From an optimization exercise on the open Yosys and OpenROAD flow, aimed at small area, a short achievable clock period and few clock cycles; shortcuts taken in it are not production practice. RTL that was checked went through simulation tests only; none was proved equivalent to the original. The RTL of runs 3 and 4 was laid out without a check of its function. Power figures rest on the tool's default switching activity, not on a simulated workload.

## design/flow/design.v

```verilog
`timescale 1ns / 1ps
module CacheController(
    rst,
    clk,
    wr,
    rd,
    data_rd,
    data_wr,
    addr_req,
    addr_resp,
    rdy,
    busy,
    wr_mem,
    rd_mem,
    busy_mem,
    data_rd_mem,
    data_wr_mem,
    addr_mem,
    cache_miss_count,
    cache_hit_count
    );
    input  rst; 
    input  clk; 
    input  wr;
    input  rd;
    output [31:0] data_rd;
    reg    [31:0] data_rd;
    input  [31:0] data_wr;
    input  [31:0] addr_req;
    output [31:0] addr_resp;
    reg    [31:0] addr_resp;
    output rdy;
    reg    rdy;
    output busy;
    output  wr_mem;
    output  rd_mem;
    input   busy_mem;
    input  [31:0] data_rd_mem;
    output [31:0] data_wr_mem;
    output [31:0] addr_mem;
    output [31:0] cache_miss_count;
    reg    [31:0] cache_miss_count;
    output [31:0] cache_hit_count;
    reg    [31:0] cache_hit_count;
    reg [15:0]  cache_valid;
    reg [23:0]  cache_tag [15:0];
    wire [23:0] addr_tag   = addr_req[31:8];
    wire [3:0]  addr_index = addr_req[7:4];
    assign busy        = busy_mem;
    assign rd_mem      = rd & ~rst;
    assign wr_mem      = wr & ~rst;
    assign addr_mem    = addr_req;
    assign data_wr_mem = data_wr;
    wire accept = (rd | wr) & ~busy_mem;
    wire hit    = cache_valid[addr_index] && (cache_tag[addr_index] == addr_tag);
    always @(posedge clk) begin
        addr_resp <= addr_req;
        data_rd   <= data_rd_mem;
    end
    always @(posedge clk) begin
        if (accept)
            cache_tag[addr_index] <= addr_tag;
    end
    always @(posedge clk or posedge rst) begin
        if (rst) begin
            rdy              <= 1'b0;
            cache_valid      <= 16'h0000;
            cache_hit_count  <= 32'h0;
            cache_miss_count <= 32'h0;
        end else begin
            rdy <= accept;
            if (accept) begin
                cache_valid[addr_index] <= 1'b1;
                if (hit)
                    cache_hit_count  <= cache_hit_count + 1'b1;
                else
                    cache_miss_count <= cache_miss_count + 1'b1;
            end
        end
    end
endmodule
```

## design/flow/run.sh

```bash
#!/bin/bash
# synth_recipe.tcl (not shown) runs the flow's synth.tcl, then flattens the netlist and writes it again
# the make line also repeats each setting of config.mk as NAME=value (left out here)
make -C /OpenROAD-flow-scripts/flow DESIGN_CONFIG=/design/flow/config.mk WORK_HOME=/design/flow/orfs CLKGATE_MAP_FILE= SYNTH_SCRIPT=/design/flow/synth_recipe.tcl finish
```

## design/flow/config.mk

```make
export PLATFORM = sky130hd
export DESIGN_NAME = CacheController
export DESIGN_NICKNAME = CacheController
export VERILOG_FILES = /design/flow/design.v
export SDC_FILE = /design/flow/constraint.sdc
export NUM_CORES = 4
export LEC_CHECK = 0
export CAP_MARGIN = 20
export CORE_MARGIN = 2
export CORE_UTILIZATION = 40
export SLEW_MARGIN = 20
```

## design/flow/constraint.sdc

```tcl
create_clock -name core_clock -period 6.5 [get_ports {clk}]
set_input_delay 1.3000 -clock core_clock [delete_from_list [all_inputs] [get_ports {clk}]]
set_output_delay 1.3000 -clock core_clock [all_outputs]
set_load 0.01 [all_outputs]
```

==> results.ini, run 1 <==
[critical_path]
crit_fanout=60
critical_path_class=in -> reg
crit_path_max_incr_delay_ns=0.55
end_kind=register
reg2reg_from=cache_tag[15][5]
r2r-end=cache_hit_count[28]
reg2reg_depth=10
crit_top_cell=buf_4
path_delay_family=buffers and inverters
cpMaxStageDelayCell=mux4_2
worstSetupEndpoint=cache_hit_count[28]
startpoint_type=input port
required_ns=7.03
crit_start=addr_req[4]
critPathBufInv=3
worstSetupPathDepth=12
cp.arrival_ns=5.34
cp_cell_sequence=clkbuf_8, buf_4, mux4_2, mux2i_1, o32ai_1, nor3_1, nand4_1, a2bb2oi_1, nand3_2, buf_4, nor4_1, xor2_1
reg2reg_slack_ns=2.94

[yosys]
synth_warnings=1
ys_types=60
yosysTopAreaCellShare_pct=54.9
synth-seq-cells=529
synth_fp_nets=1338
synth_area_sq_um=21000
syn-instance-count=1230
syn_avg_cell_area_sq_um=17.1
ys.flop_type=edfxtp_1
seq_area_frac_synth_pct=70.6
async_reset_ff_share_pct=15.3
synth_edf_count=384
synthTopCellsByArea=edfxtp_1, dfrtp_1, mux4_2
yosysTopAreaCell=edfxtp_1

[power]
vdd_ir_drop_max_mv=0.197
power.leakage_nw=9.20
pwr_density_cell_nw_per_um2=293

[place]
routabilityCongestion=0.809
port_buffers=232
dpl.hpwl_mm=31.9
dp.cells=2079
dp_slack_ns=1.15

[grt]
grt_overflow=0
grt_max_degree=82
grt_pass1_wl_mm=74.7
grt_pass1_vias=11600
grt_usage_pct=18.6
antenna_found_initial=0

[floorplanning]
rows=84
die_y_microns=233
io_pins=297
die_area_sq_um=54400
initial_core_util_pct=40.2
coreArea_sq_um=52200
die_width_microns=233

[clock_tree]
cts_tree=yes
cts_hold_buf=0
clock_sinks=529
cts-htree-levels=2
cts_resized=0
clk_pin_slew_worst_paths_ns=0.06
cts_setup_buffers=0
insertion_delay_ns=0.62
clock_path_buffers=3
cts_buffers=57
cts-root-buf=clkbuf_16

[timing]
min_period_ns=4.81
finalHoldViolations=0
worstMarginPinSlew_ns=1.08
layout_setup_ws_ns=1.69
drv_slew=0
fin_crit_sh_pct=74.0
rsz0062_at_grt=no
max_clock_freq_ghz=0.208
tns_ns=0
setup_viol=0
finalClockSkew_ns=0.0163
slew_headroom_pct=27.9

[route]
post_drt_wl_per_cell_microns=23.2
vias=11700
drt-total-wl_mm=50.7
drc=0
drtIter0Drc=1035
ant_nets=0
dr.pass1.iters=5
vias_per_cell=5.35

[min_path]
hold_path.class=reg -> reg
hold_depth=1

[flow_run]
max_cap_violations=0

[layout]
drive_above_1_share_pct=15.9
fin_cells=2186
insertedDiodeCount=0
finalNetCount=1558
final_cell_mix=edfxtp_1, clkdlybuf4s50_1, dfrtp_1, mux2i_1, mux4_2
area_growth_pct=21.7
n_fill_cell=4423
layout_commonest_cell=edfxtp_1

[outcome]
status=timing/DRC/antenna clean

[power by group]
part           total, W  leakage (nW)  switching, W  internal, W
clock           0.00311         0.882       0.00134      0.00177
combinational  0.000605          3.28      0.000315     0.000290
sequential      0.00378          5.04     0.0000506      0.00373
total           0.00749          9.20       0.00170      0.00579
[worst min path at each step]
stage                    startpoint               to  slack [ns]
floorplan           cache_valid[10]  cache_valid[10]        0.42
global route         cache_valid[7]   cache_valid[7]        0.48
finish              cache_valid[11]  cache_valid[11]        0.46
global placement    cache_valid[11]  cache_valid[11]        0.43
CTS                 cache_valid[15]  cache_valid[15]        0.45
detailed placement  cache_valid[15]  cache_valid[15]        0.44
[cells by family after synthesis]
kind of cell	after synthesis	share of synthesized area [%]
AO/OA/AOI/OAI	101	3.64
XOR/XNOR	91	3.79
adder cells (fa/ha/maj)	7	0.417
buffers and inverters	143	4.20
flip-flops	529	70.6
multiplexers	151	11.6
AND/OR/NAND/NOR	208	5.78
[final cells by class]
class	count	area, sq um	share of cell area, %
multi-input combinational	558	5300	20.7
clock buffer	79	1560	6.10
clock inverter	28	231	0.905
sequential	529	14800	58.0
tap	688	861	3.37
inverter	25	95.1	0.372
timing repair buffer	279	2690	10.5
[stage by stage]
step                area (sq um)  hold slack, ns  util, %  power, W
CTS                        25600           0.454     48.9   0.00758
global route               25600           0.477     49.0   0.00777
floorplan                  21000           0.423        -   0.00418
finish                     25600           0.456     49.0   0.00749
global placement           23800           0.433     45.5   0.00445
detailed placement         23800           0.440     45.5   0.00446
[cell usage after synthesis (21+ instances only)]
| cell type | instances |
|---|---|
| and3_1 | 31 |
| buf_4 | 74 |
| clkbuf_1 | 21 |
| dfrtp_1 | 81 |
| dfxtp_1 | 64 |
| edfxtp_1 | 384 |
| inv_1 | 23 |
| mux2i_1 | 74 |
| mux4_2 | 73 |
| nand2_1 | 40 |
| nand3_1 | 24 |
| nand4_1 | 23 |
| nor2_1 | 30 |
| xnor2_1 | 59 |
| xor2_1 | 32 |
[metal layers]
layer  wire length, microns  vias to the layer above  global-route usage (%)  part of all wire, %
met5                      0                        -                       0                    0
met4                   1230                        0                    5.75                  2.4
met3                   4090                       81                    4.58                  8.1
met2                  24000                      462                    29.6                   47
met1                  21300                     6035                    25.3                   42
li1                       -                     5117                       -                    -
[flip-flops by register name, summed over array words and instances (netlist names)]
name and flops:
cache_tag 384, addr_resp 32, cache_hit_count 32, cache_miss_count 32, data_rd 32, cache_valid 16, rdy 1
[worst register-to-register path, stage by stage (launching register included)]
cell and delay [ns]:
edfxtp_1 0.37, mux4_2 0.48, xor2_1 0.16, o31ai_1 0.47, o2111ai_1 0.26, nor3_1 0.30
a2bb2oi_1 0.33, nand3_2 0.13, buf_4 0.37, nor4_1 0.43, xor2_1 0.19
Testbench counts, summed over its fixed seeds: cycles 12,008.
==> run 2: changes to the inputs <==
--- a/design/flow/config.mk
+++ b/design/flow/config.mk
@@ -5,7 +5,9 @@
 export SDC_FILE = /design/flow/constraint.sdc
 export NUM_CORES = 4
 export LEC_CHECK = 0
+export ABC_CLOCK_PERIOD_IN_PS = 3000
 export CAP_MARGIN = 20
 export CORE_MARGIN = 2
-export CORE_UTILIZATION = 40
+export CORE_UTILIZATION = 55
+export SETUP_SLACK_MARGIN = 3.6
 export SLEW_MARGIN = 20
==> results.ini, run 2 <==
[route]
drc=0  ; unchanged
vias_per_cell=5.95  ; was 5.35
dr.pass1.iters=5  ; unchanged
drt-total-wl_mm=56.4  ; was 50.7 mm
drtIter0Drc=1134  ; was 1035
ant_nets=0  ; unchanged
vias=12500  ; was 11700
post_drt_wl_per_cell_microns=26.9  ; was 23.2 microns

[place]
port_buffers=232  ; unchanged
dpl.hpwl_mm=28.6  ; was 31.9 mm
dp_slack_ns=0.999  ; was 1.15 ns
routabilityCongestion=0.824  ; was 0.809

[min_path]
hold_path_end=cache_valid[11]  ; unchanged
hold_path.class=reg -> reg  ; unchanged
holdCritStartpoint=cache_valid[11]  ; unchanged
hold_depth=1  ; unchanged

[timing]
max_clock_freq_ghz=0.275  ; was 0.208 GHz
rsz0062_at_grt=yes  ; was no
setup_viol=0  ; unchanged
finalClockSkew_ns=0.0216  ; was 0.0163 ns
layout_setup_ws_ns=2.86  ; was 1.69 ns
drv_slew=0  ; unchanged
min_period_ns=3.64  ; was 4.81 ns
worstMarginPinSlew_ns=0.962  ; was 1.08 ns
hold-worst-slack_ns=0.453  ; was 0.456 ns
fin_crit_sh_pct=56.0  ; was 74.0%
finalHoldViolations=0  ; unchanged
slew_headroom_pct=35.8  ; was 27.9%
tns_ns=0  ; unchanged

[critical_path]
reg2reg_from=cache_tag[9][22]  ; was cache_tag[15][5]
end_kind=register  ; unchanged
crit_start=addr_req[4]  ; unchanged
startpoint_type=input port  ; unchanged
cp_cell_sequence=clkbuf_8, mux4_2, xor2_1, o31ai_2, o2111ai_2, nor3_4, a2bb2oi_4, nand3_4, buf_12, nor4_2, xor2_1  ; was clkbuf_8, buf_4, mux4_2, mux2i_1, o32ai_1, nor3_1, nand4_1, a2bb2oi_1, nand3_2, buf_4, nor4_1, xor2_1
path_delay_family=compound AO/OA/AOI/OAI gates  ; was buffers and inverters
r2r-end=cache_hit_count[8]  ; was cache_hit_count[28]
crit_fanout=6  ; was 60
cp.arrival_ns=4.14  ; was 5.34 ns
cpMaxStageDelayCell=mux4_2  ; unchanged
critPathBufInv=2  ; was 3
required_ns=7.00  ; was 7.03 ns
crit_top_cell=xor2_1  ; was buf_4
reg2reg_depth=10  ; unchanged
crit_path_max_incr_delay_ns=0.51  ; was 0.55 ns
reg2reg_slack_ns=3.40  ; was 2.94 ns
critical_path_class=in -> reg  ; unchanged

[floorplanning]
initial_core_util_pct=55.8  ; was 40.2%
die_y_microns=199  ; was 233 microns
coreArea_sq_um=37700  ; was 52200 sq um
rows=71  ; was 84
io_pins=297  ; unchanged
die_width_microns=199  ; was 233 microns
die_area_sq_um=39800  ; was 54400 sq um

[grt]
grt_overflow=0  ; unchanged
grt_pass1_wl_mm=81.5  ; was 74.7 mm
grt_pass1_vias=12300  ; was 11600
antenna_found_initial=0  ; unchanged
grt_usage_pct=28.8  ; was 18.6%
grt_max_degree=82  ; unchanged

[yosys]
async_reset_ff_share_pct=15.3  ; unchanged
syn_avg_cell_area_sq_um=17.1  ; unchanged
synth_warnings=1  ; unchanged
synth-seq-cells=529  ; unchanged
syn-instance-count=1230  ; unchanged
yosys-top-cells-count=edfxtp_1, dfrtp_1, buf_4, mux2i_1, mux4_2  ; unchanged
yosysTopAreaCellShare_pct=54.9  ; unchanged
yosysTopAreaCell=edfxtp_1  ; unchanged
synthTopCellsByArea=edfxtp_1, dfrtp_1, mux4_2  ; unchanged
synth_edf_count=384  ; unchanged
synth_area_sq_um=21000  ; unchanged
yosysMostFrequentCell=edfxtp_1  ; unchanged
ys_types=60  ; unchanged
seq_area_frac_synth_pct=70.6  ; unchanged
synth_fp_nets=1338  ; unchanged
ys.flop_type=edfxtp_1  ; unchanged

[layout]
layout_commonest_cell=edfxtp_1  ; unchanged
largest_reg_flops=384  ; unchanged
regMostFlops=cache_tag  ; unchanged
final_util_pct=73.7  ; was 49.0%
insertedDiodeCount=0  ; unchanged
final_cell_mix=edfxtp_1, clkdlybuf4s50_1, dfrtp_1, mux4_2, buf_4  ; was edfxtp_1, clkdlybuf4s50_1, dfrtp_1, mux2i_1, mux4_2
area_growth_pct=32.1  ; was 21.7%
finalNetCount=1650  ; was 1558
drive_above_1_share_pct=30.8  ; was 15.9%

[clock_tree]
clk_pin_slew_worst_paths_ns=0.06  ; about the same
cts-root-buf=clkbuf_16  ; unchanged
cts_buffers=54  ; was 57
insertion_delay_ns=0.60  ; was 0.62 ns
clock_path_buffers=3  ; unchanged
clock_sinks=529  ; unchanged
cts_tree=yes  ; unchanged
cts_hold_buf=0  ; unchanged
cts-htree-levels=2  ; unchanged

[power]
p_sw_share_pct=22.4  ; was 22.7%
p_sw_w=0.00169  ; was 0.00170 W
p_seq_share_pct=49.9  ; was 50.5%
clkPwrFrac_pct=39.8  ; was 41.5%
power.leakage_nw=10.9  ; was 9.20 nW
pwr_density_cell_nw_per_um2=273  ; was 293 nW/um^2
p_int_w=0.00588  ; was 0.00579 W
vdd_ir_drop_max_mv=0.245  ; was 0.197 mV
combPwrFrac_pct=10.3  ; was 8.1%

[flow_run]
max_cap_violations=0  ; unchanged

[outcome]
status=timing/DRC/antenna clean  ; unchanged

-- run 2: cell counts after synthesis --
Identical to the previous run, type by type.
-- run 2: timing repair --
item / 4_1_cts / 5_1_grt
setup buffers: 60 / 11
setup endpoints to repair: 498 / 107
pin swaps: 35 / 31
cloned: 30 / 2
resized for setup: 501 / 61
-- run 2: how the worst max path moves through the flow --
stage                               end  cells after the start
CTS                  cache_hit_count[8]                     11
global route         cache_hit_count[8]                     12
floorplan            cache_hit_count[8]                     12
finish               cache_hit_count[8]                     11
detailed placement  cache_hit_count[21]                     11
global placement    cache_hit_count[23]                     11
-- run 2: power by group through the flow --
stage	combinational [W]	sequential [W]	clock (W)
final	0.000777	0.00378	0.00302
after global routing	0.000818	0.00379	0.00318
after CTS	0.000757	0.00378	0.00304
after detailed placement	0.000611	0.00386	0
after global placement	0.000602	0.00385	0
after floorplan	0.000335	0.00386	0
-- run 2: layout make-up --
class                   instances  area, sq um
fillers                      2378         9920
clock buffers                  87         1660
multi-input cells             563         6050
repair buffers                369         4380
clock inverters                14         76.3
flip-flops and latches        529        14800
well taps                     511          639
inverters                      25          100
-- run 2: layer usage --
layer,wire length (microns),part of all wire (%),track usage [%]
met1,23100,41,41.5
met2,26700,47,44.8
met3,5170,9.2,5.47
met4,1400,2.5,9.16
met5,0,0,0
-- run 2: stage by stage --
| stage | instances | power [W] | area, sq um |
|---|---|---|---|
| after floorplan | 1230 | 0.00420 | 21500 |
| after global placement | 1894 | 0.00445 | 23900 |
| after detailed placement | 1894 | 0.00447 | 23900 |
| after CTS | 2085 | 0.00758 | 27300 |
| after global routing | 2098 | 0.00779 | 27800 |
| final | 2098 | 0.00757 | 27800 |
-- run 2: kinds of logic (layout without fill, tap and decap cells) --
| kind of cell | Yosys count | in the layout | share of synthesized area [%] |
|---|---|---|---|
| flip-flops | 529 | 529 | 70.6 |
| AND/OR/NAND/NOR | 208 | 213 | 5.78 |
| multiplexers | 151 | 151 | 11.6 |
| AO/OA/AOI/OAI | 101 | 101 | 3.64 |
| adder cells (fa/ha/maj) | 7 | 7 | 0.417 |
| XOR/XNOR | 91 | 91 | 3.79 |
| buffers and inverters | 143 | 495 | 4.20 |
==> run 3: changes to the inputs <==
--- a/design/flow/design.v
+++ b/design/flow/design.v
@@ -44,33 +44,38 @@
     reg    [31:0] cache_hit_count;
     reg [15:0]  cache_valid;
     reg [23:0]  cache_tag [15:0];
-    wire [23:0] addr_tag   = addr_req[31:8];
-    wire [3:0]  addr_index = addr_req[7:4];
     assign busy        = busy_mem;
     assign rd_mem      = rd & ~rst;
     assign wr_mem      = wr & ~rst;
     assign addr_mem    = addr_req;
     assign data_wr_mem = data_wr;
     wire accept = (rd | wr) & ~busy_mem;
-    wire hit    = cache_valid[addr_index] && (cache_tag[addr_index] == addr_tag);
+    reg         v1;
+    reg  [31:0] a1;
+    reg  [31:0] d1;
+    wire [23:0] a1_tag   = a1[31:8];
+    wire [3:0]  a1_index = a1[7:4];
+    wire        hit      = cache_valid[a1_index] && (cache_tag[a1_index] == a1_tag);
     always @(posedge clk) begin
-        addr_resp <= addr_req;
-        data_rd   <= data_rd_mem;
-    end
-    always @(posedge clk) begin
-        if (accept)
-            cache_tag[addr_index] <= addr_tag;
+        a1        <= addr_req;
+        d1        <= data_rd_mem;
+        addr_resp <= a1;
+        data_rd   <= d1;
+        if (v1)
+            cache_tag[a1_index] <= a1_tag;
     end
     always @(posedge clk or posedge rst) begin
         if (rst) begin
+            v1               <= 1'b0;
             rdy              <= 1'b0;
             cache_valid      <= 16'h0000;
             cache_hit_count  <= 32'h0;
             cache_miss_count <= 32'h0;
         end else begin
-            rdy <= accept;
-            if (accept) begin
-                cache_valid[addr_index] <= 1'b1;
+            v1  <= accept;
+            rdy <= v1;
+            if (v1) begin
+                cache_valid[a1_index] <= 1'b1;
                 if (hit)
                     cache_hit_count  <= cache_hit_count + 1'b1;
                 else
==> design/flow/config.mk (replaced) <==
export PLATFORM = sky130hd
export DESIGN_NAME = CacheController
export DESIGN_NICKNAME = CacheController
export VERILOG_FILES = /design/flow/design.v
export SDC_FILE = /design/flow/constraint.sdc
export NUM_CORES = 4
export LEC_CHECK = 0
export ABC_CLOCK_PERIOD_IN_PS = 2500
export CAP_MARGIN = 20
export CORE_MARGIN = 2
export CORE_UTILIZATION = 55
export SETUP_SLACK_MARGIN = 3.7
export SLEW_MARGIN = 20
==> results.ini, run 3 <==
[yosys]
syn_avg_cell_area_sq_um=17.1  ; about the same
yosysTopAreaCellShare_pct=51.7  ; was 54.9%
yosys-top-cells-count=edfxtp_1, dfxtp_1, dfrtp_1, mux2i_1, buf_4  ; was edfxtp_1, dfrtp_1, buf_4, mux2i_1, mux4_2
synth_edf_count=384  ; unchanged
yosysMostFrequentCell=edfxtp_1  ; unchanged
seq_area_frac_synth_pct=72.4  ; was 70.6%
synthTopCellsByArea=edfxtp_1, dfxtp_1, dfrtp_1  ; was edfxtp_1, dfrtp_1, mux4_2
ys_types=66  ; was 60
synthAdderAreaFrac_pct=0.393  ; was 0.417%
synth-seq-cells=594  ; was 529
synth_area_sq_um=22300  ; was 21000 sq um
synthMuxAreaShare_pct=11.2  ; was 11.6%
syn-instance-count=1300  ; was 1230
synth_warnings=1  ; unchanged
synth-xor-area-share_pct=3.77  ; was 3.79%
synth_top_family_by_area=multiplexers  ; unchanged
ys.flop_type=edfxtp_1  ; unchanged
synth-compound-area-share_pct=3.37  ; was 3.64%
async_reset_ff_share_pct=13.8  ; was 15.3%
synth_fp_nets=1408  ; was 1338
synth_simple_gate_area_share_pct=4.88  ; was 5.78%
yosysTopAreaCell=edfxtp_1  ; unchanged

[floorplanning]
initial_core_util_pct=56.0  ; was 55.8%
coreArea_sq_um=39800  ; was 37700 sq um
io_pins=297  ; unchanged
rows=73  ; was 71
die_width_microns=205  ; was 199 microns
die_area_sq_um=42200  ; was 39800 sq um
die_y_microns=205  ; was 199 microns

[layout]
largest_reg_flops=384  ; unchanged
insertedDiodeCount=0  ; unchanged
finalNetCount=1707  ; was 1650
area_growth_pct=26.9  ; was 32.1%
regMostFlops=cache_tag  ; unchanged
layout_commonest_cell=edfxtp_1  ; unchanged
design_area_sq_um=28300  ; was 27800 sq um
drive_above_1_share_pct=28.0  ; was 30.8%
final_cell_mix=edfxtp_1, dfxtp_1, clkdlybuf4s50_1, buf_4, dfrtp_1  ; was edfxtp_1, clkdlybuf4s50_1, dfrtp_1, mux4_2, buf_4
fin_cells=2173  ; was 2098

[critical_path]
startpoint_type=register  ; was input port
end_kind=register  ; unchanged
critical_path_class=reg -> reg  ; was in -> reg
crit_fanout=6  ; unchanged
cp.arrival_ns=3.78  ; was 4.14 ns
required_ns=6.99  ; was 7.00 ns

[outcome]
status=timing/DRC/antenna clean  ; unchanged

[grt]
grt_max_degree=83  ; was 82
antenna_found_initial=0  ; unchanged
grt_overflow=0  ; unchanged
use_met1_pct=35.1  ; was 41.5%
grt_usage_pct=24.8  ; was 28.8%
busiest_layer=met2  ; unchanged
grt_pass1_wl_mm=76.3  ; was 81.5 mm
grt_pass1_vias=12300  ; about the same
grt_use_met2_pct=39.0  ; was 44.8%
met3_usage_pct=4.48  ; was 5.47%

[route]
vias=12400  ; was 12500
ant_nets=0  ; unchanged
dr.pass1.iters=7  ; was 5
drc=0  ; unchanged
drt-total-wl_mm=51.4  ; was 56.4 mm
post_drt_wl_per_cell_microns=23.6  ; was 26.9 microns
vias_per_cell=5.70  ; was 5.95
drtIter0Drc=913  ; was 1134

[clock_tree]
clock_path_buffers=3  ; unchanged
cts_tree=yes  ; unchanged
clock_sinks=594  ; was 529
insertion_delay_ns=0.61  ; was 0.60 ns
cts-root-buf=clkbuf_16  ; unchanged
cts-htree-levels=2  ; unchanged
cts_hold_buf=0  ; unchanged
clk_pin_slew_worst_paths_ns=0.07  ; was 0.06 ns
cts_buffers=58  ; was 54

[timing]
max_clock_freq_ghz=0.304  ; was 0.275 GHz
fin_crit_sh_pct=50.6  ; was 56.0%
min_period_ns=3.29  ; was 3.64 ns
setup_viol=0  ; unchanged
finalHoldViolations=0  ; unchanged
drv_slew=0  ; unchanged
finalClockSkew_ns=0.0161  ; was 0.0216 ns
tns_ns=0  ; unchanged
worstMarginPinSlew_ns=0.877  ; was 0.962 ns
hold-worst-slack_ns=0.320  ; was 0.453 ns
slew_headroom_pct=41.3  ; was 35.8%
rsz0062_at_grt=yes  ; unchanged

[min_path]
hold_path.class=reg -> reg  ; unchanged

[power]
total_power_w=0.00826  ; was 0.00757 W
power.leakage_nw=11.1  ; was 10.9 nW
pwr_density_cell_nw_per_um2=292  ; was 273 nW/um^2
vdd_ir_drop_max_mv=0.252  ; was 0.245 mV

[place]
placed_area_sq_um=24900  ; was 23900 sq um
port_buffers=232  ; unchanged
dp.cells=1981  ; was 1894
routabilityCongestion=0.809  ; was 0.824
dpl.hpwl_mm=28.7  ; was 28.6 mm

[flow_run]
max_cap_violations=0  ; unchanged

==> run 3: per-stage QoR <==
step	utilization (%)	setup slack, ns
detailed placement	62.5	1.71
floorplan	-	3.48
global placement	62.5	1.50
global route	71.0	3.13
finish	71.0	3.21
CTS	70.2	3.26
==> run 3: worst max-delay path: stages (launching register included) <==
cell and delay (ns):
dfxtp_4 0.38, buf_12 0.16, buf_16 0.15, mux4_2 0.51, mux2i_1 0.19, xor2_1 0.31, nand4_1 0.16, buf_6 0.18
a2111oi_4 0.33, buf_4 0.21, buf_12 0.10, nand4_4 0.15, mux2_2 0.31
==> run 3: routing by layer <==
layer | share of wire [%] | vias up
li1 | - | 5492
met1 | 42 | 6306
met2 | 47 | 494
met3 | 7.4 | 100
met4 | 3.0 | 0
met5 | 0 | -
==> run 3: path summary, 6_finish.rpt <==
kind / start / end / slack, ns / cells past startpoint
worst min-delay path: d1[15] / data_rd[15] / 0.32 / 0
worst min register to register: d1[15] / data_rd[15] / 0.32 / 0
worst max register to register: a1[4] / cache_hit_count[1] / 3.21 / 12
worst max-delay path: a1[4] / cache_hit_count[1] / 3.21 / 12
max in group asynchronous: rst / cache_hit_count[4] / 4.92 / 4
min in group asynchronous: rst / cache_hit_count[2] / 1.05 / 4
==> run 3: timing repair <==
item                                    4_1_cts  5_1_grt
pin swaps                                    18       19
endpoints found under the setup margin      536      151
endpoints found under the hold margin         0        0
cloned                                        6        1
setup buffers                                62       14
gates resized for setup                     490       43
==> run 3: logic make-up (layout without fill, tap and decap cells) <==
kind of cell,Yosys count,after routing
buffers and inverters,139,485
xor gates and xnor gates,96,96
DFF,594,594
adders and majority gates,7,7
and+or+nand+nor,212,214
AOI/OAI and AO/OA,94,94
muxes,158,158
==> run 3: area by class of cell <==
class                   instances  area [sq um]
well taps                     525           657
inverters                      29           120
flip-flops and latches        594         16200
clock buffers                  95          1880
repair buffers                347          3610
multi-input cells             569          5790
clock inverters                14          80.1
fillers                      2618         11500
==> run 3: report_power, final <==
group | switching (W) | total, W | leakage, nW | internal (W)
Clock | 0.00138 | 0.00335 | 0.983 | 0.00197
Combinational | 0.000313 | 0.000660 | 4.47 | 0.000347
Sequential | 0.0000905 | 0.00424 | 5.62 | 0.00415
Total | 0.00179 | 0.00826 | 11.1 | 0.00647
==> run 4: changes to the inputs <==
--- a/design/flow/design.v
+++ b/design/flow/design.v
@@ -44,6 +44,7 @@
     reg    [31:0] cache_hit_count;
     reg [15:0]  cache_valid;
     reg [23:0]  cache_tag [15:0];
+    wire [3:0]  addr_index = addr_req[7:4];
     assign busy        = busy_mem;
     assign rd_mem      = rd & ~rst;
     assign wr_mem      = wr & ~rst;
@@ -53,12 +54,17 @@
     reg         v1;
     reg  [31:0] a1;
     reg  [31:0] d1;
+    reg  [23:0] old_tag;
+    reg         old_valid;
     wire [23:0] a1_tag   = a1[31:8];
     wire [3:0]  a1_index = a1[7:4];
-    wire        hit      = cache_valid[a1_index] && (cache_tag[a1_index] == a1_tag);
+    wire        hit      = old_valid && (old_tag == a1_tag);
+    wire        same_line = v1 && (a1_index == addr_index);
     always @(posedge clk) begin
         a1        <= addr_req;
         d1        <= data_rd_mem;
+        old_tag   <= same_line ? a1_tag : cache_tag[addr_index];
+        old_valid <= same_line | cache_valid[addr_index];
         addr_resp <= a1;
         data_rd   <= d1;
         if (v1)
==> results.ini, run 4 <==
[outcome]
status=timing/DRC/antenna clean  ; unchanged

[critical_path]
cp_cell_sequence=buf_12, buf_12, mux4_2, mux4_2, xor2_4, nor4_4, o2111ai_4, buf_12, buf_12, nor3_4, mux2_4  ; was buf_12, buf_16, mux4_2, mux2i_1, xor2_1, nand4_1, buf_6, a2111oi_4, buf_4, buf_12, nand4_4, mux2_2
crit_fanout=7  ; was 6
required_ns=7.00  ; was 6.99 ns
crit_top_cell=buf_12  ; unchanged
startpoint_type=register  ; unchanged
end_kind=register  ; unchanged
critPathBufInv=4  ; was 5
critical_path_class=reg -> reg  ; unchanged
crit_path_max_incr_delay_ns=0.54  ; was 0.51 ns
path_delay_family=multiplexers  ; unchanged
cp.arrival_ns=4.02  ; was 3.78 ns
cpMaxStageDelayCell=mux4_2  ; unchanged

[yosys]
synthTopCellsByArea=edfxtp_1, dfxtp_1, mux4_2  ; was edfxtp_1, dfxtp_1, dfrtp_1
synth_fp_nets=1334  ; was 1408
yosys-top-cells-count=edfxtp_1, dfxtp_1, mux4_2  ; was edfxtp_1, dfxtp_1, dfrtp_1, mux2i_1, buf_4
yosysTopAreaCell=edfxtp_1  ; unchanged
syn-instance-count=1226  ; was 1300
ys_types=55  ; was 66
synth-seq-cells=595  ; was 594
synth_edf_count=384  ; unchanged
ys.flop_type=edfxtp_1  ; unchanged
yosysTopAreaCellShare_pct=51.7  ; about the same
synth_area_sq_um=22300  ; about the same
async_reset_ff_share_pct=13.8  ; about the same
synth_warnings=1  ; unchanged
syn_avg_cell_area_sq_um=18.2  ; was 17.1 sq um
yosysMostFrequentCell=edfxtp_1  ; unchanged
seq_area_frac_synth_pct=72.4  ; about the same

[clock_tree]
clock_path_buffers=3  ; unchanged
cts-root-buf=clkbuf_16  ; unchanged
clk_pin_slew_worst_paths_ns=0.06  ; was 0.07 ns
cts_hold_buf=0  ; unchanged
cts_tree=yes  ; unchanged
insertion_delay_ns=0.62  ; was 0.61 ns
clock_sinks=595  ; was 594
cts-htree-levels=2  ; unchanged
cts_buffers=59  ; was 58

[timing]
finalClockSkew_ns=0.0135  ; was 0.0161 ns
finalHoldViolations=0  ; unchanged
fin_crit_sh_pct=54.2  ; was 50.6%
rsz0062_at_grt=yes  ; unchanged
min_period_ns=3.52  ; was 3.29 ns
drv_slew=0  ; unchanged
worstMarginPinSlew_ns=1.04  ; was 0.877 ns
setup_viol=0  ; unchanged
slew_headroom_pct=30.4  ; was 41.3%
tns_ns=0  ; unchanged
hold-worst-slack_ns=0.323  ; was 0.320 ns
max_clock_freq_ghz=0.284  ; was 0.304 GHz

[route]
dr.pass1.iters=5  ; was 7
drtIter0Drc=1131  ; was 913
drt-total-wl_mm=53.7  ; was 51.4 mm
vias=12400  ; about the same
post_drt_wl_per_cell_microns=25.1  ; was 23.6 microns
drc=0  ; unchanged
ant_nets=0  ; unchanged
vias_per_cell=5.79  ; was 5.70

[min_path]
hold_path.class=reg -> reg  ; unchanged

[floorplanning]
rows=73  ; unchanged
initial_core_util_pct=55.9  ; was 56.0%
die_width_microns=205  ; about the same
die_area_sq_um=42200  ; about the same
io_pins=297  ; unchanged
coreArea_sq_um=39900  ; was 39800 sq um
die_y_microns=205  ; about the same

[grt]
grt_usage_pct=25.4  ; was 24.8%
antenna_found_initial=0  ; unchanged
grt_max_degree=58  ; was 83
grt_pass1_vias=12400  ; was 12300
grt_overflow=0  ; unchanged
grt_pass1_wl_mm=78.1  ; was 76.3 mm

[layout]
largest_reg_flops=384  ; unchanged
final_util_pct=73.7  ; was 71.0%
area_growth_pct=31.8  ; was 26.9%
design_area_sq_um=29400  ; was 28300 sq um
insertedDiodeCount=0  ; unchanged
drive_above_1_share_pct=34.4  ; was 28.0%
final_cell_mix=edfxtp_1, dfxtp_1, buf_4, mux4_2, dlygate4sd2_1  ; was edfxtp_1, dfxtp_1, clkdlybuf4s50_1, buf_4, dfrtp_1
n_fill_cell=2447  ; was 2618
regMostFlops=cache_tag  ; unchanged
finalNetCount=1674  ; was 1707
layout_commonest_cell=edfxtp_1  ; unchanged

[power]
pwr_density_cell_nw_per_um2=285  ; was 292 nW/um^2
power.leakage_nw=11.6  ; was 11.1 nW
vdd_ir_drop_max_mv=0.268  ; was 0.252 mV
total_power_w=0.00838  ; was 0.00826 W

[flow_run]
max_cap_violations=0  ; unchanged

[place]
port_buffers=232  ; unchanged
dpl.hpwl_mm=28.3  ; was 28.7 mm
placed_area_sq_um=24900  ; about the same
routabilityCongestion=0.774  ; was 0.809

==> run 4: changes by cell type after synthesis, sizes merged, moves of 12 or more <==
cell,before,now
inv,29,14
mux2i,82,27
mux4,72,100
nand2,43,24
nand4,21,5
nor2,49,33
nor4,2,29
o2111ai,3,15
o211ai,1,18
xnor2,61,49
==> run 4: logic make-up (layout without fill, tap and decap cells) <==
group | count (synthesis) | in the layout | synth area share, %
flops | 595 | 595 | 72.4
mux | 131 | 131 | 11.5
xor+xnor | 95 | 95 | 3.73
simple gates | 167 | 169 | 4.77
fa+ha+maj | 7 | 7 | 0.392
compound gates | 96 | 98 | 3.47
buf+inv | 135 | 521 | 3.73
==> run 4: timing repair <==
action | 4_1_cts | 5_1_grt
pin swaps | 102 | 57
gates resized for setup | 565 | 73
endpoints found under the hold margin | 0 | 0
setup buffers | 83 | 40
gates cloned | 12 | 3
endpoints found under the setup margin | 463 | 246
==> run 4: per-layer routing <==
metal / vias up / share of wire [%] / track usage (%)
met5: - / 0 / 0
met4: 0 / 2.4 / 8.22
met3: 85 / 6.4 / 4.18
met2: 421 / 49 / 39.9
met1: 6502 / 42 / 36.8
li1: 5394 / - / -
==> run 4: final cells by class <==
cell class | count | area, sq um | area share, %
sequential | 595 | 16200 | 55.0
multi-input combinational | 500 | 6280 | 21.4
timing repair buffer | 396 | 4250 | 14.5
clock buffer | 89 | 1730 | 5.87
tap | 525 | 657 | 2.23
clock inverter | 22 | 262 | 0.889
inverter | 14 | 56.3 | 0.191
==> run 4: through the flow <==
step / std cells / worst slack (ns)
floorplan: 1226 / 3.45
global placement: 1892 / 1.90
detailed placement: 1892 / 1.83
CTS: 2098 / 3.03
global route: 2141 / 2.87
finish: 2141 / 2.98
==> run 4: final timing paths <==
| kind | to | slack, ns | startpoint | cells after the start |
|---|---|---|---|---|
| max | cache_hit_count[1] | 2.98 | a1[4] | 11 |
| min | data_rd[21] | 0.32 | d1[21] | 0 |
| max reg2reg | cache_hit_count[1] | 2.98 | a1[4] | 11 |
| min reg2reg | data_rd[21] | 0.32 | d1[21] | 0 |
| max in group asynchronous | cache_hit_count[11] | 4.52 | rst | 4 |
| min in group asynchronous | cache_miss_count[12] | 0.85 | rst | 3 |
==> run 4: power by group <==
| group | switching [W] | leakage (nW) | internal (W) |
|---|---|---|---|
| clock | 0.00141 | 0.983 | 0.00203 |
| combinational | 0.000316 | 4.99 | 0.000364 |
| sequential | 0.0000979 | 5.63 | 0.00416 |
==> run 4: worst register-to-register path, stage by stage (launching register included) <==
cell	delay (ns)
dfxtp_4	0.37
buf_12	0.15
buf_12	0.14
mux4_2	0.53
mux4_2	0.54
xor2_4	0.21
nor4_4	0.39
o2111ai_4	0.19
buf_12	0.19
buf_12	0.15
nor3_4	0.22
mux2_4	0.32
==> run 5: changes to the inputs <==
--- a/design/flow/design.v
+++ b/design/flow/design.v
@@ -67,9 +67,15 @@
         old_valid <= same_line | cache_valid[addr_index];
         addr_resp <= a1;
         data_rd   <= d1;
-        if (v1)
-            cache_tag[a1_index] <= a1_tag;
     end
+    genvar i;
+    generate
+        for (i = 0; i < 16; i = i + 1) begin : line
+            always @(posedge clk)
+                if (v1 && a1_index == i)
+                    cache_tag[i] <= a1_tag;
+        end
+    endgenerate
     always @(posedge clk or posedge rst) begin
         if (rst) begin
             v1               <= 1'b0;
==> results.ini, run 5 <==
[outcome]
status=timing/DRC/antenna clean  ; unchanged

[floorplanning]
coreArea_sq_um=40600  ; was 39900 sq um
die_area_sq_um=42700  ; was 42200 sq um
die_width_microns=207  ; was 205 microns
io_pins=297  ; unchanged
die_y_microns=207  ; was 205 microns
initial_core_util_pct=55.6  ; was 55.9%
rows=74  ; was 73

[power]
vdd_ir_drop_max_mv=0.306  ; was 0.268 mV
p_sw_share_pct=22.2  ; was 21.7%
p_sw_w=0.00189  ; was 0.00182 W
p_int_w=0.00660  ; was 0.00656 W
clkPwrFrac_pct=40.6  ; was 41.0%
pwr_density_cell_nw_per_um2=306  ; was 285 nW/um^2
p_seq_share_pct=52.3  ; was 50.8%
power.leakage_nw=10.7  ; was 11.6 nW
combPwrFrac_pct=7.1  ; was 8.1%

[yosys]
synthTopCellsByArea=edfxtp_1, dfxtp_1, dfrtp_1  ; was edfxtp_1, dfxtp_1, mux4_2
syn-instance-count=1499  ; was 1226
yosys-top-cells-count=edfxtp_1, dfxtp_1, dfrtp_1  ; was edfxtp_1, dfxtp_1, mux4_2
ys_types=68  ; was 55
yosysTopAreaCellShare_pct=51.0  ; was 51.7%
yosysTopAreaCell=edfxtp_1  ; unchanged
synth_fp_nets=1607  ; was 1334
synth-seq-cells=619  ; was 595
yosysMostFrequentCell=edfxtp_1  ; unchanged
seq_area_frac_synth_pct=73.7  ; was 72.4%
synth_edf_count=384  ; unchanged
async_reset_ff_share_pct=13.2  ; was 13.8%
synth_area_sq_um=22600  ; was 22300 sq um
syn_avg_cell_area_sq_um=15.1  ; was 18.2 sq um
ys.flop_type=edfxtp_1  ; unchanged
synth_warnings=2  ; was 1

[timing]
drv_slew=0  ; unchanged
finalClockSkew_ns=0.0210  ; was 0.0135 ns
hold-worst-slack_ns=0.322  ; was 0.323 ns
tns_ns=0  ; unchanged
rsz0062_at_grt=yes  ; unchanged
fin_crit_sh_pct=44.9  ; was 54.2%
finalHoldViolations=0  ; unchanged
max_clock_freq_ghz=0.342  ; was 0.284 GHz
slew_headroom_pct=32.2  ; was 30.4%
setup_viol=0  ; unchanged
layout_setup_ws_ns=3.58  ; was 2.98 ns
worstMarginPinSlew_ns=1.01  ; was 1.04 ns
min_period_ns=2.92  ; was 3.52 ns

[layout]
area_growth_pct=23.0  ; was 31.8%
n_fill_cell=2855  ; was 2447
final_cell_mix=edfxtp_1, dfxtp_1, dlygate4sd2_1, buf_4, dfrtp_1  ; was edfxtp_1, dfxtp_1, buf_4, mux4_2, dlygate4sd2_1
drive_above_1_share_pct=19.2  ; was 34.4%
final_util_pct=68.3  ; was 73.7%
layout_commonest_cell=edfxtp_1  ; unchanged
multiInputGateArea_sq_um=5260  ; was 6280 sq um
finalNetCount=1853  ; was 1674
ff_latch_area_sq_um=16700  ; was 16200 sq um
regMostFlops=cache_tag  ; unchanged
insertedDiodeCount=0  ; unchanged
largest_reg_flops=384  ; unchanged

[critical_path]
cp_cell_sequence=buf_6, nor2b_4, buf_6  ; was buf_12, buf_12, mux4_2, mux4_2, xor2_4, nor4_4, o2111ai_4, buf_12, buf_12, nor3_4, mux2_4
critical_path_class=in -> out  ; was reg -> reg
path_delay_family=buffers and inverters  ; was multiplexers
cp.arrival_ns=1.62  ; was 4.02 ns
crit_fanout=2  ; was 7
worstSetupPathDepth=3  ; was 11
crit_top_cell=buf_6  ; was buf_12
crit_path_max_incr_delay_ns=0.12  ; was 0.54 ns
startpoint_type=input port  ; was register
end_kind=output port  ; was register
required_ns=5.20  ; was 7.00 ns
critPathBufInv=2  ; was 4
cpMaxStageDelayCell=nor2b_4  ; was mux4_2
reg2reg_depth=6  ; was 11

[min_path]
hold_depth=0  ; unchanged
hold_path.class=reg -> reg  ; unchanged

[clock_tree]
cts-root-buf=clkbuf_16  ; unchanged
cts-htree-levels=2  ; unchanged
clk_pin_slew_worst_paths_ns=0.06  ; about the same
clock_sinks=619  ; was 595
cts_buffers=60  ; was 59
cts_tree=yes  ; unchanged
insertion_delay_ns=0.64  ; was 0.62 ns
clock_path_buffers=3  ; unchanged

[grt]
grt_use_met2_pct=45.5  ; was 39.9%
busiest_layer=met2  ; unchanged
antenna_found_initial=0  ; unchanged
grt_max_degree=54  ; was 58
grt_usage_pct=28.2  ; was 25.4%
met3_usage_pct=4.95  ; was 4.18%
grt_pass1_wl_mm=86.5  ; was 78.1 mm
grt_overflow=0  ; unchanged
use_met1_pct=38.7  ; was 36.8%
grt_pass1_vias=13500  ; was 12400

[route]
post_drt_wl_per_cell_microns=25.5  ; was 25.1 microns
ant_nets=0  ; unchanged
vias=14000  ; was 12400
dr.pass1.iters=6  ; was 5
drtIter0Drc=1469  ; was 1131
drc=0  ; unchanged
drt-total-wl_mm=59.5  ; was 53.7 mm
vias_per_cell=6.00  ; was 5.79

[place]
dp_slack_ns=2.24  ; was 1.83 ns
dpl.hpwl_mm=33.8  ; was 28.3 mm
routabilityCongestion=0.844  ; was 0.774
port_buffers=232  ; unchanged

[flow_run]
max_cap_violations=0  ; unchanged

run 5: cell count changes in the layout (fill, tap and decap cells not counted), moves of 26 or more:
cell | previous run | this run
a22oi_1 | 4 | 51
mux4_2 | 100 | 6
nand2_1 | 24 | 70
nor2_1 | 16 | 51
nand4_1 | 5 | 38
nor4_4 | 27 | 1
buf_4 | 112 | 81
a21oi_1 | 3 | 32
run 5: cell type report:
cell class	instances	area share, %
Sequential cell	619	60.0
Multi-Input combinational cell	726	18.9
Timing Repair Buffer	318	11.3
Clock buffer	84	6.10
Tap cell	532	2.40
Clock inverter	30	0.977
Inverter	20	0.284
run 5: cells by family after synthesis:
| family | count (synthesis) | share of synthesized area, % |
|---|---|---|
| flip-flops | 619 | 73.7 |
| adder cells (fa/ha/maj) | 7 | 0.388 |
| XOR/XNOR | 91 | 3.53 |
| AO/OA/AOI/OAI | 258 | 8.48 |
| AND/OR/NAND/NOR | 336 | 8.08 |
| multiplexers | 34 | 1.91 |
| buffers and inverters | 154 | 3.93 |
run 5: per-stage QoR:
step | instances | power (W) | instance area, sq um
final | 2329 | 0.00849 | 27800
after detailed placement | 2168 | 0.00509 | 25200
after CTS | 2319 | 0.00852 | 27600
after global routing | 2329 | 0.00876 | 27800
after global placement | 2168 | 0.00508 | 25200
after floorplan | 1499 | 0.00482 | 22600
run 5: what timing repair did:
action | in CTS | in global routing
gates resized for setup | 453 | 50
endpoints found under the setup margin | 217 | 98
buffers inserted | 34 | 10
hold buffers | 0 | 0
pin swaps | 4 | 0
gates cloned | 3 | 0
run 5: per-layer routing:
layer | share of wire (%) | wire length (microns)
met1 | 41 | 24100
met2 | 47 | 28200
met3 | 8.9 | 5300
met4 | 3.1 | 1870
met5 | 0 | 0
run 5: worst paths after layout:
path	startpoint	endpoint	slack, ns
setup / recovery	rd	rd_mem	3.58
hold / removal	d1[22]	data_rd[22]	0.32
setup reg to reg	a1[16]	cache_miss_count[1]	3.96
hold reg to reg	d1[22]	data_rd[22]	0.32
max in group asynchronous	rst	cache_hit_count[17]	4.48
min in group asynchronous	rst	cache_miss_count[25]	0.88
run 5: power groups by stage:
stage	sequential, W	clock, W	combinational [W]
detailed placement	0.00453	0	0.000563
finish	0.00444	0.00345	0.000601
global placement	0.00452	0	0.000554
floorplan	0.00451	0	0.000308
CTS	0.00444	0.00349	0.000591
global route	0.00446	0.00365	0.000642
Testbench counts of run 5, summed over its fixed seeds: cycles 12,016.
==> run 6: changes to the inputs <==
--- a/design/flow/config.mk
+++ b/design/flow/config.mk
@@ -8,6 +8,8 @@
 export ABC_CLOCK_PERIOD_IN_PS = 2500
 export CAP_MARGIN = 20
 export CORE_MARGIN = 2
-export CORE_UTILIZATION = 55
+export CORE_UTILIZATION = 65
+export CTS_CLUSTER_DIAMETER = 100
+export CTS_CLUSTER_SIZE = 20
 export SETUP_SLACK_MARGIN = 3.7
 export SLEW_MARGIN = 20
==> results.ini, run 6 <==
[grt]
antenna_found_initial=0  ; unchanged
grt_usage_pct=31.9  ; was 28.2%
grt_pass1_vias=13800  ; was 13500
grt_max_degree=56  ; was 54
grt_overflow=0  ; unchanged
grt_pass1_wl_mm=85.2  ; was 86.5 mm

[layout]
finalNetCount=1864  ; was 1853
area_growth_pct=20.4  ; was 23.0%
layout_commonest_cell=edfxtp_1  ; unchanged
largest_reg_flops=384  ; unchanged
drive_above_1_share_pct=17.9  ; was 19.2%
regMostFlops=cache_tag  ; unchanged
final_cell_mix=edfxtp_1, dfxtp_1, clkdlybuf4s50_1, buf_4, dfrtp_1  ; was edfxtp_1, dfxtp_1, dlygate4sd2_1, buf_4, dfrtp_1
insertedDiodeCount=0  ; unchanged
fin_cells=2239  ; was 2329
n_fill_cell=1970  ; was 2855
final_util_pct=79.1  ; was 68.3%

[timing]
fin_crit_sh_pct=45.1  ; was 44.9%
min_period_ns=2.93  ; was 2.92 ns
finalClockSkew_ns=0.0154  ; was 0.0210 ns
setup_viol=0  ; unchanged
layout_setup_ws_ns=3.57  ; was 3.58 ns
drv_slew=0  ; unchanged
slew_headroom_pct=25.8  ; was 32.2%
tns_ns=0  ; unchanged
max_clock_freq_ghz=0.341  ; was 0.342 GHz
finalHoldViolations=0  ; unchanged
rsz0062_at_grt=yes  ; unchanged
worstMarginPinSlew_ns=1.11  ; was 1.01 ns

[place]
routabilityCongestion=0.852  ; was 0.844
port_buffers=232  ; unchanged
dp_slack_ns=2.24  ; about the same
dp.cells=2091  ; was 2168
dpl.hpwl_mm=33.3  ; was 33.8 mm

[yosys]
async_reset_ff_share_pct=13.2  ; unchanged
syn_avg_cell_area_sq_um=15.1  ; unchanged
synth_fp_nets=1607  ; unchanged
yosysTopAreaCell=edfxtp_1  ; unchanged
yosysMostFrequentCell=edfxtp_1  ; unchanged
synth-seq-cells=619  ; unchanged
synth_top_family_by_area=compound AO/OA/AOI/OAI gates  ; unchanged
yosysTopAreaCellShare_pct=51.0  ; unchanged
ys.flop_type=edfxtp_1  ; unchanged
synth-compound-area-share_pct=8.48  ; unchanged
synth_warnings=2  ; unchanged
synth_area_sq_um=22600  ; unchanged
synth_simple_gate_area_share_pct=8.08  ; unchanged
synth-xor-area-share_pct=3.53  ; unchanged
synthMuxAreaShare_pct=1.91  ; unchanged
syn-instance-count=1499  ; unchanged
ys_types=68  ; unchanged
synthTopCellsByArea=edfxtp_1, dfxtp_1, dfrtp_1  ; unchanged
yosys-top-cells-count=edfxtp_1, dfxtp_1, dfrtp_1  ; unchanged
synthAdderAreaFrac_pct=0.388  ; unchanged
synth_edf_count=384  ; unchanged
seq_area_frac_synth_pct=73.7  ; unchanged

[clock_tree]
clk_pin_slew_worst_paths_ns=0.07  ; was 0.06 ns
clock_sinks=619  ; unchanged
cts_buffers=36  ; was 60
cts-root-buf=clkbuf_16  ; unchanged
cts-htree-levels=2  ; unchanged
cts_tree=yes  ; unchanged
clock_path_buffers=3  ; unchanged
insertion_delay_ns=0.57  ; was 0.64 ns

[route]
ant_nets=0  ; unchanged
vias_per_cell=6.40  ; was 6.00
dr.pass1.iters=8  ; was 6
vias=14300  ; was 14000
post_drt_wl_per_cell_microns=25.9  ; was 25.5 microns
drc=0  ; unchanged
drtIter0Drc=1690  ; was 1469
drt-total-wl_mm=57.9  ; was 59.5 mm

[floorplanning]
die_area_sq_um=36300  ; was 42700 sq um
io_pins=297  ; unchanged
die_width_microns=190  ; was 207 microns
initial_core_util_pct=65.7  ; was 55.6%
die_y_microns=190  ; was 207 microns
rows=68  ; was 74
coreArea_sq_um=34400  ; was 40600 sq um

[critical_path]
end_kind=output port  ; unchanged
startpoint_type=input port  ; unchanged
cpMaxStageDelayCell=buf_2  ; was nor2b_4
crit_path_max_incr_delay_ns=0.13  ; was 0.12 ns
cp.arrival_ns=1.63  ; was 1.62 ns
critical_path_class=in -> out  ; unchanged
reg2reg_depth=6  ; unchanged
crit_fanout=2  ; unchanged
cp_cell_sequence=buf_6, nor2b_1, buf_2  ; was buf_6, nor2b_4, buf_6
required_ns=5.20  ; about the same

[power]
pwr_density_cell_nw_per_um2=271  ; was 306 nW/um^2
p_int_w=0.00571  ; was 0.00660 W
clkPwrFrac_pct=31.2  ; was 40.6%
p_seq_share_pct=60.2  ; was 52.3%
p_sw_share_pct=22.5  ; was 22.2%
power.leakage_nw=10.4  ; was 10.7 nW
vdd_ir_drop_max_mv=0.253  ; was 0.306 mV
p_sw_w=0.00165  ; was 0.00189 W
combPwrFrac_pct=8.6  ; was 7.1%

[outcome]
status=timing/DRC/antenna clean  ; unchanged

[min_path]
hold_depth=0  ; unchanged
hold_path.class=reg -> reg  ; unchanged

[flow_run]
max_cap_violations=0  ; unchanged

run 6: cells by family after synthesis:
kind of cell,after synthesis
compound gates,258
mux,34
simple gates,336
buf+inv,154
fa+ha+maj,7
xor+xnor,91
flops,619
run 6: path summary, 6_finish.rpt:
path	from	slack, ns	endpoint
min	d1[16]	0.33	data_rd[16]
max reg2reg	a1[19]	3.82	cache_miss_count[1]
max	wr	3.57	wr_mem
min in group asynchronous	rst	0.91	cache_miss_count[21]
min reg2reg	d1[16]	0.33	data_rd[16]
max in group asynchronous	rst	4.46	cache_hit_count[14]
run 6: timing repair:
item / in CTS / in global routing
endpoints found under the setup margin: 182 / 82
gates cloned: 4 / 1
endpoints found under the hold margin: 0 / 0
hold buffers: 0 / 0
resized for setup: 398 / 37
buffers inserted: 55 / 22
pin swaps: 6 / 4
run 6: worst max-delay path, delay by kind of cell:
kind          cells  cell delay, ns
buf+inv           2            0.22
simple gates      1            0.11
run 6: metrics by stage:
stage | hold slack [ns] | cell area, sq um | power (W)
3_5_place_dp | 0.312 | 25100 | 0.00509
6_report | 0.329 | 27200 | 0.00737
3_3_place_gp | 0.310 | 25100 | 0.00507
4_1_cts | 0.331 | 26900 | 0.00736
2_1_floorplan | 0.310 | 22600 | 0.00482
5_1_grt | 0.336 | 27200 | 0.00758
run 6: layer usage:
| layer | up-vias | track usage, % | routed length (microns) | part of all wire, % |
|---|---|---|---|---|
| met3 | 176 | 6.55 | 6880 | 12 |
| met2 | 1034 | 51.4 | 27300 | 47 |
| li1 | 6121 | - | - | - |
| met4 | 0 | 11.7 | 2180 | 3.8 |
| met1 | 6995 | 43.6 | 21600 | 37 |
| met5 | - | 0 | 0 | 0 |
run 6: final cells by class:
class                      count  area [sq um]  area share [%]
clock buffer                  63          1000            3.69
clock inverter                 3          45.0           0.166
inverter                      20          82.6           0.304
multi-input combinational    726          5250            19.3
sequential                   619         16700            61.3
tap                          455           569            2.09
timing repair buffer         353          3580            13.2
run 6: power by group through the flow:
stage                     Clock (W)  Sequential [W]  Combinational, W
after floorplan                   0         0.00451          0.000308
after global placement            0         0.00452          0.000544
after detailed placement          0         0.00453          0.000557
after CTS                   0.00231         0.00443          0.000619
after global routing        0.00246         0.00445          0.000675
final                       0.00230         0.00443          0.000637
==> run 7: changes to the inputs <==
--- a/design/flow/config.mk
+++ b/design/flow/config.mk
@@ -9,7 +9,8 @@
 export CAP_MARGIN = 20
 export CORE_MARGIN = 2
 export CORE_UTILIZATION = 65
-export CTS_CLUSTER_DIAMETER = 100
-export CTS_CLUSTER_SIZE = 20
-export SETUP_SLACK_MARGIN = 3.7
+export CTS_BUF_LIST = sky130_fd_sc_hd__clkbuf_8
+export CTS_CLUSTER_DIAMETER = 60
+export CTS_CLUSTER_SIZE = 14
+export SETUP_SLACK_MARGIN = 3.45
 export SLEW_MARGIN = 20
==> results.ini, run 7 <==
[outcome]
status=timing/DRC/antenna clean  ; unchanged

[min_path]
holdCritStartpoint=d1[29]  ; was d1[16]
hold_path.class=reg -> reg  ; unchanged
hold_path_end=data_rd[29]  ; was data_rd[16]
hold_depth=0  ; unchanged

[clock_tree]
cts-root-buf=clkbuf_8  ; was clkbuf_16
insertion_delay_ns=0.63  ; was 0.57 ns
cts_buffers=50  ; was 36
clk_pin_slew_worst_paths_ns=0.09  ; was 0.07 ns
cts_tree=yes  ; unchanged
cts-htree-levels=2  ; unchanged
clock_sinks=619  ; unchanged
clock_path_buffers=3  ; unchanged

[timing]
worstMarginPinSlew_ns=1.05  ; was 1.11 ns
slew_headroom_pct=29.8  ; was 25.8%
finalHoldViolations=0  ; unchanged
finalClockSkew_ns=0.0382  ; was 0.0154 ns
max_clock_freq_ghz=0.331  ; was 0.341 GHz
drv_slew=0  ; unchanged
hold-worst-slack_ns=0.323  ; was 0.329 ns
min_period_ns=3.02  ; was 2.93 ns
setup_viol=0  ; unchanged
fin_crit_sh_pct=46.5  ; was 45.1%
rsz0062_at_grt=no  ; was yes
tns_ns=0  ; unchanged

[critical_path]
critical_path_class=in -> out  ; unchanged
required_ns=5.20  ; about the same
path_delay_family=buffers and inverters  ; unchanged
reg2reg_slack_ns=3.69  ; was 3.82 ns
end_kind=output port  ; unchanged
cp.arrival_ns=1.72  ; was 1.63 ns
cp_cell_sequence=buf_16, clkdlybuf4s15_2  ; was buf_6, nor2b_1, buf_2
critPathBufInv=2  ; unchanged
startpoint_type=input port  ; unchanged
crit_path_max_incr_delay_ns=0.25  ; was 0.13 ns
reg2reg_from=a1[27]  ; was a1[19]
reg2reg_depth=6  ; unchanged
crit_fanout=31  ; was 2
r2r-end=cache_miss_count[1]  ; unchanged
cpMaxStageDelayCell=clkdlybuf4s15_2  ; was buf_2

[floorplanning]
die_area_sq_um=36300  ; unchanged
io_pins=297  ; unchanged
rows=68  ; unchanged
die_y_microns=190  ; unchanged
coreArea_sq_um=34400  ; unchanged
die_width_microns=190  ; unchanged
initial_core_util_pct=65.7  ; unchanged

[place]
dpl.hpwl_mm=32.1  ; was 33.3 mm
port_buffers=232  ; unchanged
routabilityCongestion=0.806  ; was 0.852
dp.cells=2088  ; was 2091

[route]
dr.pass1.iters=5  ; was 8
ant_nets=0  ; unchanged
vias_per_cell=6.27  ; was 6.40
post_drt_wl_per_cell_microns=24.7  ; was 25.9 microns
drc=0  ; unchanged
vias=13700  ; was 14300
drtIter0Drc=1497  ; was 1690
drt-total-wl_mm=54.1  ; was 57.9 mm

[yosys]
yosysMostFrequentCell=edfxtp_1  ; unchanged
synthTopCellsByArea=edfxtp_1, dfxtp_1, dfrtp_1  ; unchanged
syn_avg_cell_area_sq_um=15.1  ; unchanged
yosys-top-cells-count=edfxtp_1, dfxtp_1, dfrtp_1  ; unchanged
yosysTopAreaCell=edfxtp_1  ; unchanged
ys.flop_type=edfxtp_1  ; unchanged
synth_area_sq_um=22600  ; unchanged
synth_fp_nets=1607  ; unchanged
seq_area_frac_synth_pct=73.7  ; unchanged
synth_edf_count=384  ; unchanged
yosysTopAreaCellShare_pct=51.0  ; unchanged
ys_types=68  ; unchanged
synth-seq-cells=619  ; unchanged
async_reset_ff_share_pct=13.2  ; unchanged
synth_warnings=2  ; unchanged
syn-instance-count=1499  ; unchanged

[layout]
finalNetCount=1800  ; was 1864
area_growth_pct=14.6  ; was 20.4%
drive_above_1_share_pct=12.0  ; was 17.9%
n_fill_cell=2245  ; was 1970
largest_reg_flops=384  ; unchanged
fin_cells=2187  ; was 2239
final_cell_mix=edfxtp_1, clkdlybuf4s50_1, dfxtp_1, dfrtp_1, nand2_1  ; was edfxtp_1, dfxtp_1, clkdlybuf4s50_1, buf_4, dfrtp_1
layout_commonest_cell=edfxtp_1  ; unchanged
ff_latch_area_sq_um=16700  ; about the same
insertedDiodeCount=0  ; unchanged
regMostFlops=cache_tag  ; unchanged
multiInputGateArea_sq_um=5200  ; was 5250 sq um

[power]
pwr_density_cell_nw_per_um2=269  ; was 271 nW/um^2
power.leakage_nw=9.43  ; was 10.4 nW
vdd_ir_drop_max_mv=0.280  ; was 0.253 mV

[grt]
grt_pass1_wl_mm=80.0  ; was 85.2 mm
busiest_layer=met2  ; unchanged
use_met1_pct=42.0  ; was 43.6%
grt_usage_pct=29.8  ; was 31.9%
grt_pass1_vias=13300  ; was 13800
grt_max_degree=83  ; was 56
grt_use_met2_pct=47.7  ; was 51.4%
antenna_found_initial=0  ; unchanged
met3_usage_pct=5.80  ; was 6.55%
grt_overflow=0  ; unchanged

[flow_run]
max_cap_violations=0  ; unchanged

==> run 7: cell counts after synthesis <==
Identical to the previous run, type by type.
==> run 7: worst max-delay path by stage <==
stage	cells past startpoint	startpoint	to	slack (ns)
floorplan	4	a1[4]	cache_tag[0][0]	3.60
global placement	7	addr_req[6]	old_tag[17]	2.43
detailed placement	8	addr_req[5]	old_tag[15]	2.41
CTS	2	addr_req[5]	addr_mem[5]	3.06
global route	2	addr_req[4]	addr_mem[4]	3.45
finish	2	addr_req[4]	addr_mem[4]	3.48
==> run 7: kinds of logic after synthesis <==
family	count (synthesis)	synth area share, %
buf+inv	154	3.93
flops	619	73.7
mux	34	1.91
compound gates	258	8.48
xor+xnor	91	3.53
fa+ha+maj	7	0.388
simple gates	336	8.08
==> run 7: area by class of cell <==
type | count | area share (%)
clock buffer | 52 | 2.76
clock inverter | 40 | 0.614
inverter | 20 | 0.304
multi-input combinational | 726 | 20.1
sequential | 619 | 64.3
tap | 455 | 2.20
timing repair buffer | 275 | 9.71
==> run 7: stage by stage <==
step / util [%] / total power [W] / instance area, sq um / setup WS, ns
after global placement: 72.9 / 0.00506 / 25000 / 2.43
after detailed placement: 72.9 / 0.00508 / 25000 / 2.41
final: 75.3 / 0.00695 / 25900 / 3.48
after global routing: 75.3 / 0.00718 / 25900 / 3.45
after floorplan: - / 0.00482 / 22600 / 3.60
after CTS: 75.3 / 0.00698 / 25900 / 3.06
==> run 7: power by group <==
group / internal (W) / switching (W) / total, W
Clock: 0.000748 / 0.00122 / 0.00197
Combinational: 0.000258 / 0.000284 / 0.000542
Sequential: 0.00433 / 0.000118 / 0.00444
==> run 7: timing repair <==
action | in CTS | in global routing
setup endpoints to repair | 118 | 33
pin swaps | 2 | 0
hold buffers | 0 | 0
setup buffers | 7 | 0
resized for setup | 195 | 14
==> run 7: routing by layer <==
layer  wire (microns)  up-vias  share of wire, %
met5                0        -                 0
met4             1590        0               2.9
met3             6150      120                11
met2            25600      840                47
met1            20700     6747                38
li1                 -     6011                 -
==> run 8: changes to the inputs <==
--- a/design/flow/config.mk
+++ b/design/flow/config.mk
@@ -12,5 +12,5 @@
 export CTS_BUF_LIST = sky130_fd_sc_hd__clkbuf_8
 export CTS_CLUSTER_DIAMETER = 60
 export CTS_CLUSTER_SIZE = 14
-export SETUP_SLACK_MARGIN = 3.45
+export SETUP_SLACK_MARGIN = 3.7
 export SLEW_MARGIN = 20
==> results.ini, run 8 <==
[outcome]
status=timing/DRC/antenna clean  ; unchanged

[min_path]
hold_path_end=data_rd[15]  ; was data_rd[29]
hold_depth=0  ; unchanged
holdCritStartpoint=d1[15]  ; was d1[29]
hold_path.class=reg -> reg  ; unchanged

[yosys]
synthMuxAreaShare_pct=1.91  ; unchanged
yosys-top-cells-count=edfxtp_1, dfxtp_1, dfrtp_1  ; unchanged
synthAdderAreaFrac_pct=0.388  ; unchanged
ys_types=68  ; unchanged
seq_area_frac_synth_pct=73.7  ; unchanged
synth-xor-area-share_pct=3.53  ; unchanged
syn_avg_cell_area_sq_um=15.1  ; unchanged
synth_simple_gate_area_share_pct=8.08  ; unchanged
synth_warnings=2  ; unchanged
yosysMostFrequentCell=edfxtp_1  ; unchanged
yosysTopAreaCellShare_pct=51.0  ; unchanged
synth_area_sq_um=22600  ; unchanged
synth-compound-area-share_pct=8.48  ; unchanged
async_reset_ff_share_pct=13.2  ; unchanged

[layout]
finalNetCount=1879  ; was 1800
drive_above_1_share_pct=18.5  ; was 12.0%
layout_commonest_cell=edfxtp_1  ; unchanged
regMostFlops=cache_tag  ; unchanged
final_cell_mix=edfxtp_1, dfxtp_1, buf_4, dlygate4sd2_1, dfrtp_1  ; was edfxtp_1, clkdlybuf4s50_1, dfxtp_1, dfrtp_1, nand2_1
largest_reg_flops=384  ; unchanged
n_fill_cell=2061  ; was 2245
multiInputGateArea_sq_um=5240  ; was 5200 sq um
insertedDiodeCount=0  ; unchanged
fin_cells=2268  ; was 2187

[grt]
grt_overflow=0  ; unchanged
grt_pass1_vias=14000  ; was 13300
grt_usage_pct=31.9  ; was 29.8%
antenna_found_initial=1  ; was 0

[critical_path]
reg2reg_slack_ns=3.82  ; was 3.69 ns
critical_path_class=in -> out  ; unchanged
reg2reg_from=a1[4]  ; was a1[27]
crit_fanout=3  ; was 31
r2r-end=cache_tag[3][15]  ; was cache_miss_count[1]
cp.arrival_ns=1.65  ; was 1.72 ns
required_ns=5.20  ; about the same
crit_path_max_incr_delay_ns=0.14  ; was 0.25 ns
cp_cell_sequence=buf_8, nor2b_1, buf_2  ; was buf_16, clkdlybuf4s15_2
startpoint_type=input port  ; unchanged

[flow_run]
max_cap_violations=0  ; unchanged

[clock_tree]
cts-htree-levels=2  ; unchanged
cts_hold_buf=0  ; unchanged
cts_tree=yes  ; unchanged
insertion_delay_ns=0.65  ; was 0.63 ns

[power]
combPwrFrac_pct=8.9  ; was 7.8%
p_sw_w=0.00165  ; was 0.00162 W
vdd_ir_drop_max_mv=0.280  ; about the same
p_seq_share_pct=62.6  ; was 63.9%

[route]
top_layer=met5  ; was met4
drtIter0Drc=1735  ; was 1497
vias_per_cell=6.36  ; was 6.27
dr.pass1.iters=6  ; was 5
wl_met1_mm=21.0  ; was 20.7 mm
ant_nets=0  ; unchanged
wl_met3_mm=7.26  ; was 6.15 mm

[timing]
finalHoldViolations=0  ; unchanged
drv_slew=0  ; unchanged
slew_headroom_pct=23.2  ; was 29.8%
worstMarginPinSlew_ns=1.14  ; was 1.05 ns
setup_viol=0  ; unchanged
fin_crit_sh_pct=45.4  ; was 46.5%
max_clock_freq_ghz=0.339  ; was 0.331 GHz
tns_ns=0  ; unchanged

[floorplanning]
die_y_microns=190  ; unchanged
die_width_microns=190  ; unchanged
io_pins=297  ; unchanged

[place]
port_buffers=232  ; unchanged

## run 8: changes by cell type in the layout (fill, tap and decap cells not counted), sizes merged, moves of 2 or more
| cell | previous run | this run |
|---|---|---|
| bufbuf | 0 | 4 |
| clkinvlp | 2 | 4 |
| buf | 79 | 188 |
| dlymetal6s2s | 1 | 21 |
| dlygate4sd2 | 29 | 107 |
| clkdlybuf4s50 | 161 | 33 |
| clkbuf | 56 | 53 |
## run 8: kinds of logic (layout without fill, tap and decap cells)
kind of cell    after synthesis  after routing
flops                       619            619
simple gates                336            336
compound gates              258            258
buf+inv                     154            468
xor+xnor                     91             91
mux                          34             34
fa+ha+maj                     7              7
## run 8: per-layer routing
metal | up-vias | track usage, %
met2 | 1029 | 51.1
met3 | 187 | 8.15
met1 | 7052 | 42.4
met5 | - | 0
met4 | 2 | 12.5
li1 | 6160 | -
## run 8: repair_timing
action / in CTS / in global routing
setup buffers: 61 / 17
gates cloned: 4 / 1
pin swaps: 3 / 3
endpoints found under the setup margin: 231 / 88
resized for setup: 471 / 38
## run 8: stage by stage
| stage | hold WS, ns | total power, W | util [%] | instance area, sq um | setup WS [ns] |
|---|---|---|---|---|---|
| 2_1_floorplan | 0.310 | 0.00482 | - | 22600 | 3.70 |
| 6_report | 0.329 | 0.00707 | 78.3 | 26900 | 3.55 |
| 4_1_cts | 0.331 | 0.00707 | 77.6 | 26700 | 3.55 |
| 5_1_grt | 0.339 | 0.00729 | 78.3 | 26900 | 3.54 |
| 3_3_place_gp | 0.310 | 0.00507 | 73.0 | 25100 | 2.36 |
| 3_5_place_dp | 0.312 | 0.00509 | 73.0 | 25100 | 2.24 |
## run 8: how the worst max path moves through the flow
stage / endpoint / startpoint / cells after the start
6_report: wr_mem / rst / 3
5_1_grt: wr_mem / rst / 3
4_1_cts: wr_mem / rst / 3
3_5_place_dp: old_tag[6] / addr_req[4] / 8
3_3_place_gp: old_tag[12] / addr_req[6] / 7
2_1_floorplan: rd_mem / rd / 1
## run 8: power by group through the flow
stage               Sequential (W)  Combinational [W]  Clock, W
floorplan                  0.00451           0.000308         0
global placement           0.00452           0.000544         0
detailed placement         0.00453           0.000557         0
CTS                        0.00442           0.000613   0.00203
global route               0.00444           0.000669   0.00218
finish                     0.00442           0.000632   0.00201
## run 8: final cells by class
| class | instances | area share (%) |
|---|---|---|
| flip-flops and latches | 619 | 61.9 |
| inverters | 20 | 0.307 |
| clock inverters | 42 | 0.730 |
| clock buffers | 52 | 2.66 |
| multi-input cells | 726 | 19.5 |
| repair buffers | 354 | 12.8 |
| well taps | 455 | 2.11 |
## run 8: critical path, delay by kind of cell
family | cells | cell delay, ns
buffers and inverters | 2 | 0.25
and+or+nand+nor | 1 | 0.11

Re-timed with assumed drivers on the ports (clkbuf_16 on the clock, buf_2 on other inputs), run 8 has 3.455 ns of setup slack against 3.546 ns with ideal ports, and 2.876 ns once port delays also move by the mid clock arrival of 0.680 ns.
